This design comes from an exercise in tuning for small area on the open sky130 flow, not from production work. The RTL was checked by simulation tests, not by an equivalence proof against the original design. No driver is modelled on the clock port, so clock power and skew are understated where the tree is cut down; a real chip needs a root buffer or a tree. No activity file was given, so power comes from the tool's default toggle rates.

Design cajero, start of the top module:
module cajero(
  Clk, Reset, PIN, TARJETA_RECIBIDA, TIPO_TRANS, DIGITO, DIGITO_STB,
  MONTO, MONTO_STB, BALANCE_ACTUALIZADO, ENTREGAR_DINERO, FONDOS_INSUFICIENTES,
  PIN_INCORRECTO, ADVERTENCIA, Bloqueo, TIPO_STB
);
input Clk, Reset, TARJETA_RECIBIDA, TIPO_TRANS, DIGITO_STB, MONTO_STB, TIPO_STB;
input [15:0] PIN;
input [3:0] DIGITO;
input [31:0] MONTO;
output reg BALANCE_ACTUALIZADO, ENTREGAR_DINERO, FONDOS_INSUFICIENTES, PIN_INCORRECTO, ADVERTENCIA, Bloqueo;
reg [2:0] q, nq;
reg [1:0] w, nw;
reg [15:0] dig;            
reg [31:0] r;              
wire [31:0] nr;
wire C     = TARJETA_RECIBIDA;
wire lt4   = ~q[2];                      
wire n4    = q[2] & q[1] & ~q[0];        
wire trans = q[2] & q[0];                
wire lock  = q[2] & ~q[1] & ~q[0];
wire match = (dig == PIN);
wire shift = C & DIGITO_STB & lt4;       
wire ok    = C & n4 & match;             
wire go    = ok & TIPO_STB;              
wire bad   = C & n4 & ~match;            
wire L3    = C & w[1] & ~w[0];           
wire tm    = trans & MONTO_STB;          
wire sub = q[1];             
wire rst = ~Reset;
wire [31:0] e, ne;        
wire [32:0] c;
wire ge = c[32];
wire upd = tm & (~q[1] | ge);
assign c[0] = sub;
cj_bit_e b0 (.r(r[0]), .m(MONTO[0]), .sub(sub), .c(c[0]), .upd(upd), .rst(rst), .e(e[0]), .ne(ne[0]), .nr(nr[0]));
  ...
==> flow/config.mk <==
export PLATFORM = sky130hd
export DESIGN_NAME = cajero
export DESIGN_NICKNAME = cajero
export VERILOG_FILES = /design/flow/design.v
export SDC_FILE = /design/flow/constraint.sdc
export NUM_CORES = 4
export LEC_CHECK = 0
export CAP_MARGIN = 20
export CORE_MARGIN = 2
export CORE_UTILIZATION = 40
export SLEW_MARGIN = 20
export SYNTH_HIERARCHICAL = 1
export SYNTH_MINIMUM_KEEP_SIZE = 0
==> flow/constraint.sdc <==
create_clock -name core_clock -period 6.0 [get_ports {Clk}]
set_input_delay 1.2000 -clock core_clock [delete_from_list [all_inputs] [get_ports {Clk}]]
set_output_delay 1.2000 -clock core_clock [all_outputs]
set_load 0.01 [all_outputs]
standard.sh (not shown) runs the stock make flow with config.mk's settings and CLKGATE_MAP_FILE= SYNTH_SCRIPT=/design/flow/synth_recipe.tcl, a recipe that flattens the netlist after the stock synthesis.
==> flow/flow/run.sh <==
#!/bin/bash
# Own layout flow: the standard ORFS flow with two changes:
#  - synthesis maps the logic with an area-oriented ABC script (flow/abc_area.script),
#  - ports are buffered with sky130_fd_sc_hd__buf_1 instead of the default buffer,
#  - clock tree synthesis uses clkbuf_8 and adds no dummy loads.
# Each tool's output goes to the ORFS logs under orfs/logs; make's own output to make_*.log.
set -euo pipefail
work=$(pwd)
rm -rf "$work/scripts_area"
cp -r "$FLOW_HOME/scripts" "$work/scripts_area"
cp "$work/flow/abc_area.script" "$work/scripts_area/abc_area.script"
bash standard.sh SCRIPTS_DIR="$work/scripts_area" ABC_AREA=1 \
  "BUFFER_PORTS_ARGS=-buffer_cell sky130_fd_sc_hd__buf_1" \
  "CTS_ARGS=-sink_clustering_enable -repair_clock_nets -dont_use_dummy_load -sink_clustering_size 30 -sink_clustering_max_diameter 300 -buf_list sky130_fd_sc_hd__clkbuf_8" \
  finish > "$work/make_finish.log" 2>&1
==> flow/flow/abc_area.script <==
strash
dch
map -a
topo
stime -c
Then changed:
--- a/flow/flow/run.sh
+++ b/flow/flow/run.sh
@@ -13,3 +13,3 @@
   "BUFFER_PORTS_ARGS=-buffer_cell sky130_fd_sc_hd__buf_1" \
-  "CTS_ARGS=-sink_clustering_enable -repair_clock_nets -dont_use_dummy_load -sink_clustering_size 30 -sink_clustering_max_diameter 300 -buf_list sky130_fd_sc_hd__clkbuf_8" \
+  "CTS_ARGS=-sink_clustering_enable -repair_clock_nets -dont_use_dummy_load -buf_list sky130_fd_sc_hd__clkbuf_8" \
   finish > "$work/make_finish.log" 2>&1
Settings changed: CORE_UTILIZATION 40 to 65.
The new run ran to the end with no violations.
Hold slack improves by 3.3 ps.
Cell area drops by 1.1%.
Synthesized cell count is unchanged.

---

== job 6531 ==
cajero, a different RTL version from the one above (not shown whole).
Size: about 340 cells after synthesis, roughly 65 I/O pins.
Settings: LEC_CHECK=0, CAP_MARGIN=20, CORE_MARGIN=2, CORE_UTILIZATION=65, SLEW_MARGIN=20, SYNTH_HIERARCHICAL=1, SYNTH_MINIMUM_KEEP_SIZE=0; clock period 6.0 ns.
==> flow/flow/run.sh <==
#!/bin/bash
# Own layout flow: the standard ORFS flow with two changes:
#  - synthesis maps the logic with an area-oriented ABC script (flow/abc_area.script),
#  - ports are buffered with sky130_fd_sc_hd__buf_1 instead of the default buffer,
#  - the clock tree is four clkbuf_8 driven by the clock port (flow/my_cts.tcl).
# Each tool's output goes to the ORFS logs under orfs/logs; make's own output to make_*.log.
set -euo pipefail
work=$(pwd)
rm -rf "$work/scripts_area"
cp -r "$FLOW_HOME/scripts" "$work/scripts_area"
cp "$work/flow/abc_area.script" "$work/scripts_area/abc_area.script"
# clock tree: the clock port drives four clkbuf_8, one per cluster of flip-flops
cp "$work/flow/my_cts.tcl" "$work/scripts_area/my_cts.tcl"
sed -i 's|^log_cmd clock_tree_synthesis {\*}\$cts_args$|source $::env(SCRIPTS_DIR)/my_cts.tcl\nmy_cts 4 sky130_fd_sc_hd__clkbuf_8\nset_propagated_clock [all_clocks]|' "$work/scripts_area/cts.tcl"
grep -q "^my_cts 4" "$work/scripts_area/cts.tcl"
bash standard.sh SCRIPTS_DIR="$work/scripts_area" ABC_AREA=1 \
  "BUFFER_PORTS_ARGS=-buffer_cell sky130_fd_sc_hd__buf_1" \
  finish > "$work/make_finish.log" 2>&1
Scripts as last shown in full above: flow/flow/abc_area.script
Other scripts of this flow, unchanged in this note and not shown: flow/flow/my_cts.tcl
The final layout from job 6531, which completed every stage, passed the timing, design-rule and antenna checks at the end of the flow.
Inputs modified between job 6531 and job 8643:
diff --git a/flow/flow/run.sh b/flow/flow/run.sh
--- a/flow/flow/run.sh
+++ b/flow/flow/run.sh
@@ -5 +5 @@
-#  - the clock tree is four clkbuf_8 driven by the clock port (flow/my_cts.tcl).
+#  - the clock tree is three clkbuf_8 driven by the clock port (flow/my_cts.tcl).
@@ -12 +12 @@
-# clock tree: the clock port drives four clkbuf_8, one per cluster of flip-flops
+# clock tree: the clock port drives three clkbuf_8, one per cluster of flip-flops
@@ -14,2 +14,2 @@
-sed -i 's|^log_cmd clock_tree_synthesis {\*}\$cts_args$|source $::env(SCRIPTS_DIR)/my_cts.tcl\nmy_cts 4 sky130_fd_sc_hd__clkbuf_8\nset_propagated_clock [all_clocks]|' "$work/scripts_area/cts.tcl"
-grep -q "^my_cts 4" "$work/scripts_area/cts.tcl"
+sed -i 's|^log_cmd clock_tree_synthesis {\*}\$cts_args$|source $::env(SCRIPTS_DIR)/my_cts.tcl\nmy_cts 3 sky130_fd_sc_hd__clkbuf_8\nset_propagated_clock [all_clocks]|' "$work/scripts_area/cts.tcl"
+grep -q "^my_cts 3" "$work/scripts_area/cts.tcl"
==> flow/flow/abc_area.script <==
strash
dch
map -a
strash
dch
map -a
topo
stime -c
==> comparison <==
Job 8643 reports a lower routed wire length than job 6531 does.
Taking job 6531 as the reference, in job 8643 fraction of power spent switching nets went down by 0.82 points; synthesized netlist cell count shows no meaningful change; signal arrival time at the worst endpoint lower; average wire per cell in the routed design lost about 2.7%; die height stayed essentially flat.
Worst-case register-to-register setup slack ended up 0.18 ns higher on job 8643 than on job 6531.
When job 8643 is set beside job 6531, its portion of total power attributed to combinational logic turns out to be 0.9 points smaller.
Relative to job 8643, the following input files were edited for job 8710:
==> flow/flow/abc_area.script <==
strash
dch
map -a
topo
stime -c
Results
- On power consumed by sequential cells, job 8643 and job 8710 are neck and neck.
- Area growth from synthesis to layout across job 8643 and job 8710: no real change.
- | total power after layout | higher: job 8710 |
- Summary of job 8710 over job 8643: vias per cell saw an increase, vias after detailed routing saw an increase, part of the total power dissipated in combinational logic saw an increase, fraction of the yosys area taken by sequential cells saw little to no change, time the final worst path needs with I/O delays and setup saw an increase.
- X dimension of the die: job 8643 vs job 8710 — no meaningful difference
- Compared job 8710 against job 8643; die area within noise.
In every run of this note, the design's own scripts or RTL, not TritonCTS, make the clock network.

---

## build 87
Another version of the RTL of cajero (not shown whole).
For scale: roughly 53 flip-flops, about 65 I/O pins, about 3200 µm² of cells after synthesis.
Settings: LEC_CHECK=0, CAP_MARGIN=20, CORE_MARGIN=2, CORE_UTILIZATION=40, SLEW_MARGIN=20, SYNTH_HIERARCHICAL=1, SYNTH_MINIMUM_KEEP_SIZE=0; clock period 6.0 ns.
==> flow/flow/run.sh <==
#!/bin/bash
# Own layout flow: the standard ORFS flow with two changes:
#  - synthesis maps the logic with an area-oriented ABC script (flow/abc_area.script),
#  - ports are buffered with sky130_fd_sc_hd__buf_1 instead of the default buffer,
#  - the clock tree is four clkbuf_8 driven by the clock port (flow/my_cts.tcl).
# Each tool's output goes to the ORFS logs under orfs/logs; make's own output to make_*.log.
set -euo pipefail
work=$(pwd)
rm -rf "$work/scripts_area"
cp -r "$FLOW_HOME/scripts" "$work/scripts_area"
cp "$work/flow/abc_area.script" "$work/scripts_area/abc_area.script"
# clock tree: the clock port drives three clkbuf_8, one per cluster of flip-flops
cp "$work/flow/my_cts.tcl" "$work/scripts_area/my_cts.tcl"
sed -i 's|^log_cmd clock_tree_synthesis {\*}\$cts_args$|source $::env(SCRIPTS_DIR)/my_cts.tcl\nmy_cts 3 sky130_fd_sc_hd__clkbuf_8\nset_propagated_clock [all_clocks]|' "$work/scripts_area/cts.tcl"
grep -q "^my_cts 3" "$work/scripts_area/cts.tcl"
bash standard.sh SCRIPTS_DIR="$work/scripts_area" ABC_AREA=1 \
  "BUFFER_PORTS_ARGS=-buffer_cell sky130_fd_sc_hd__buf_1" \
  finish > "$work/make_finish.log" 2>&1
==> flow/flow/my_cts.tcl <==
# Clock tree: the clock port drives NLEAF clock buffers directly, each driving
# the flip-flops of one cluster (clusters of equal size from k-means on the
# flip-flop locations).
proc my_cts { nleaf buf } {
  set block [ord::get_db_block]
  set pins {}
  set pts {}
  foreach p [get_pins -of_objects [get_nets Clk]] {
    if { [get_property $p direction] != "input" } { continue }
    set inst [[sta::sta_to_db_pin $p] getInst]
    set bb [$inst getBBox]
    lappend pins $p
    lappend pts [list [expr ([$bb xMin] + [$bb xMax]) / 2.0] [expr ([$bb yMin] + [$bb yMax]) / 2.0]]
  }
  set n [llength $pins]
  # initial centers: spread along sorted x+y
  set order [lsort -real -indices [lmap pt $pts { expr [lindex $pt 0] + [lindex $pt 1] }]]
  set centers {}
  for { set k 0 } { $k < $nleaf } { incr k } {
    lappend centers [lindex $pts [lindex $order [expr int(($k + 0.5) * $n / $nleaf)]]]
  }
  for { set it 0 } { $it < 50 } { incr it } {
    # balanced assignment: at most cap flip-flops per cluster, nearest first
    set cap [expr ($n + $nleaf - 1) / $nleaf]
    set cand {}
    for { set i 0 } { $i < $n } { incr i } {
      set pt [lindex $pts $i]
      for { set k 0 } { $k < $nleaf } { incr k } {
        set c [lindex $centers $k]
        lappend cand [list [expr abs([lindex $pt 0] - [lindex $c 0]) + abs([lindex $pt 1] - [lindex $c 1])] $i $k]
      }
    }
    set asg [lrepeat $n -1]
    set fill [lrepeat $nleaf 0]
    foreach cd [lsort -real -index 0 $cand] {
      lassign $cd d i k
      if { [lindex $asg $i] >= 0 || [lindex $fill $k] >= $cap } { continue }
      lset asg $i $k
      lset fill $k [expr [lindex $fill $k] + 1]
    }
    set nc {}
    for { set k 0 } { $k < $nleaf } { incr k } {
      set sx 0; set sy 0; set cnt 0
      foreach pt $pts a $asg { if { $a == $k } { set sx [expr $sx + [lindex $pt 0]]; set sy [expr $sy + [lindex $pt 1]]; incr cnt } }
      if { $cnt > 0 } { lappend nc [list [expr $sx / $cnt] [expr $sy / $cnt]] } else { lappend nc [lindex $centers $k] }
    }
    set centers $nc
  }
  set dbu [$block getDbUnitsPerMicron]
  for { set k 0 } { $k < $nleaf } { incr k } {
    set grp {}
    foreach p $pins a $asg { if { $a == $k } { lappend grp $p } }
    if { [llength $grp] == 0 } { continue }
    set c [lindex $centers $k]
    puts "clock cluster $k: [llength $grp] flip-flops at [expr [lindex $c 0] / $dbu] [expr [lindex $c 1] / $dbu]"
    insert_buffer -buffer_cell $buf -net Clk -load_pins $grp \
      -location [list [expr [lindex $c 0] / $dbu] [expr [lindex $c 1] / $dbu]] \
      -buffer_name clkbuf_leaf_$k -net_name clknet_leaf_$k
  }
}
Other scripts of this flow, unchanged in this note and not shown: flow/flow/abc_area.script
For build 28, these inputs were changed with respect to build 87:
-- flow/flow/run.sh --
<<< build 87, line 11
cp "$work/flow/abc_area.script" "$work/scripts_area/abc_area.script"
# clock tree: the clock port drives three clkbuf_8, one per cluster of flip-flops
cp "$work/flow/my_cts.tcl" "$work/scripts_area/my_cts.tcl"
sed -i 's|^log_cmd clock_tree_synthesis {\*}\$cts_args$|source $::env(SCRIPTS_DIR)/my_cts.tcl\nmy_cts 3 sky130_fd_sc_hd__clkbuf_8\nset_propagated_clock [all_clocks]|' "$work/scripts_area/cts.tcl"
grep -q "^my_cts 3" "$work/scripts_area/cts.tcl"
bash standard.sh SCRIPTS_DIR="$work/scripts_area" ABC_AREA=1 \
>>> build 28, line 11
cp "$work/flow/abc_area.script" "$work/scripts_area/abc_area.script"
# clock tree: the clock port drives four clkbuf_8, one per cluster of flip-flops
cp "$work/flow/my_cts.tcl" "$work/scripts_area/my_cts.tcl"
sed -i 's|^log_cmd clock_tree_synthesis {\*}\$cts_args$|source $::env(SCRIPTS_DIR)/my_cts.tcl\nmy_cts 4 sky130_fd_sc_hd__clkbuf_8\nset_propagated_clock [all_clocks]|' "$work/scripts_area/cts.tcl"
grep -q "^my_cts 4" "$work/scripts_area/cts.tcl"
bash standard.sh SCRIPTS_DIR="$work/scripts_area" ABC_AREA=1 \
### Flow results
Relative to build 87, clock share of power increased by 1.1 points in build 28. Between build 28 and build 87, the difference in final cell count is negligible. Looking at post-route standard cell area excluding fillers across build 28 and build 87, the one that comes out lower is build 87. Build 28 has completed all stages; timing, DRC and antenna checks passed. Summary of build 28 over build 87: total power now sits higher, worst setup slack saw a decrease, multi-input logic portion of the cell area moved down.
Input changes introduced in build 94 (baseline for comparison: build 28):
-- flow/flow/my_cts.tcl --
<<< build 28, line 1
# Clock tree: the clock port drives NLEAF clock buffers directly, each driving
# the flip-flops of one cluster (clusters of equal size from k-means on the
# flip-flop locations).
proc my_cts { nleaf buf } {
>>> build 94, line 1
# Clock tree: the clock port drives NLEAF clock buffers directly, each driving
# the flip-flops of one cluster (clusters from k-means on the flip-flop locations).
proc my_cts { nleaf buf } {
<<< build 28, line 22
  for { set it 0 } { $it < 50 } { incr it } {
    # balanced assignment: at most cap flip-flops per cluster, nearest first
    set cap [expr ($n + $nleaf - 1) / $nleaf]
    set cand {}
    for { set i 0 } { $i < $n } { incr i } {
      set pt [lindex $pts $i]
      for { set k 0 } { $k < $nleaf } { incr k } {
        set c [lindex $centers $k]
        lappend cand [list [expr abs([lindex $pt 0] - [lindex $c 0]) + abs([lindex $pt 1] - [lindex $c 1])] $i $k]
      }
    }
    set asg [lrepeat $n -1]
    set fill [lrepeat $nleaf 0]
    foreach cd [lsort -real -index 0 $cand] {
      lassign $cd d i k
      if { [lindex $asg $i] >= 0 || [lindex $fill $k] >= $cap } { continue }
      lset asg $i $k
      lset fill $k [expr [lindex $fill $k] + 1]
    }
>>> build 94, line 21
  for { set it 0 } { $it < 50 } { incr it } {
    set asg {}
    foreach pt $pts {
      set best 0; set bd 1e30
      for { set k 0 } { $k < $nleaf } { incr k } {
        set c [lindex $centers $k]
        set d [expr abs([lindex $pt 0] - [lindex $c 0]) + abs([lindex $pt 1] - [lindex $c 1])]
        if { $d < $bd } { set bd $d; set best $k }
      }
      lappend asg $best
    }
Findings:
Build 94 completed; timing, DRC and antenna clean
Delta (build 94 minus build 28): power density over the cells held, global-route usage essentially unchanged, clock skew did not really move, part of the power in the clock network did not really move.
As far as utilization goes, build 28 and build 94 are indistinguishable; the numbers are identical.
Going from build 28 to build 94, maximum frequency saw little to no change; number of global-route vias before repair saw little to no change.
No run of this note takes its clock network from TritonCTS; it comes from the design's own scripts or RTL.

==> what the ideal ports hide <==
In the flow no input, the clock included, has a driving cell. The finished layouts below were timed again as built, in two steps. Step 1: set_driving_cell puts a clkbuf_16 on Clk and a buf_2 on each other input, an assumption about the parent block. Step 2, shift: input delay + t, output delay - t, t = (earliest + latest rising clock arrival at the registers) / 2. This alone moves slack from input paths to output paths. a / b / c = no drivers / after step 1 / after step 2; a / b = the first two.
| run | t, ns | setup WS [ns] | latest minus earliest clock arrival (ns) | worst slew at a driven data input, ns |
|---|---|---|---|---|
| the first run of note 1 | 0.331 | 0.316 / 0.296 / 0.296 | 0.015 / 0.014 | 0.04 |
| the second run of note 1 | 0.325 | 0.296 / 0.276 / 0.236 | 0.017 / 0.016 | 0.04 |
| job 6531 | 0.206 | 0.438 / 0.418 / 0.418 | 0.010 / 0.010 | 0.03 |
| job 8643 | 0.204 | 0.468 / 0.448 / 0.448 | 0.009 / 0.009 | 0.03 |
| job 8710 | 0.214 | 0.448 / 0.428 / 0.428 | 0.016 / 0.016 | 0.03 |
| build 87 | 0.216 | 0.420 / 0.399 / 0.399 | 0.013 / 0.014 | 0.04 |
| build 28 | 0.207 | 0.408 / 0.386 / 0.386 | 0.024 / 0.023 | 0.04 |
| build 94 | 0.204 | 0.411 / 0.390 / 0.390 | 0.020 / 0.021 | 0.04 |
After both steps setup and hold are still met in every run listed. For the second run of note 1, which loses most, drivers alone change the setup slack by -0.020 ns; drivers and shift together by -0.060 ns.
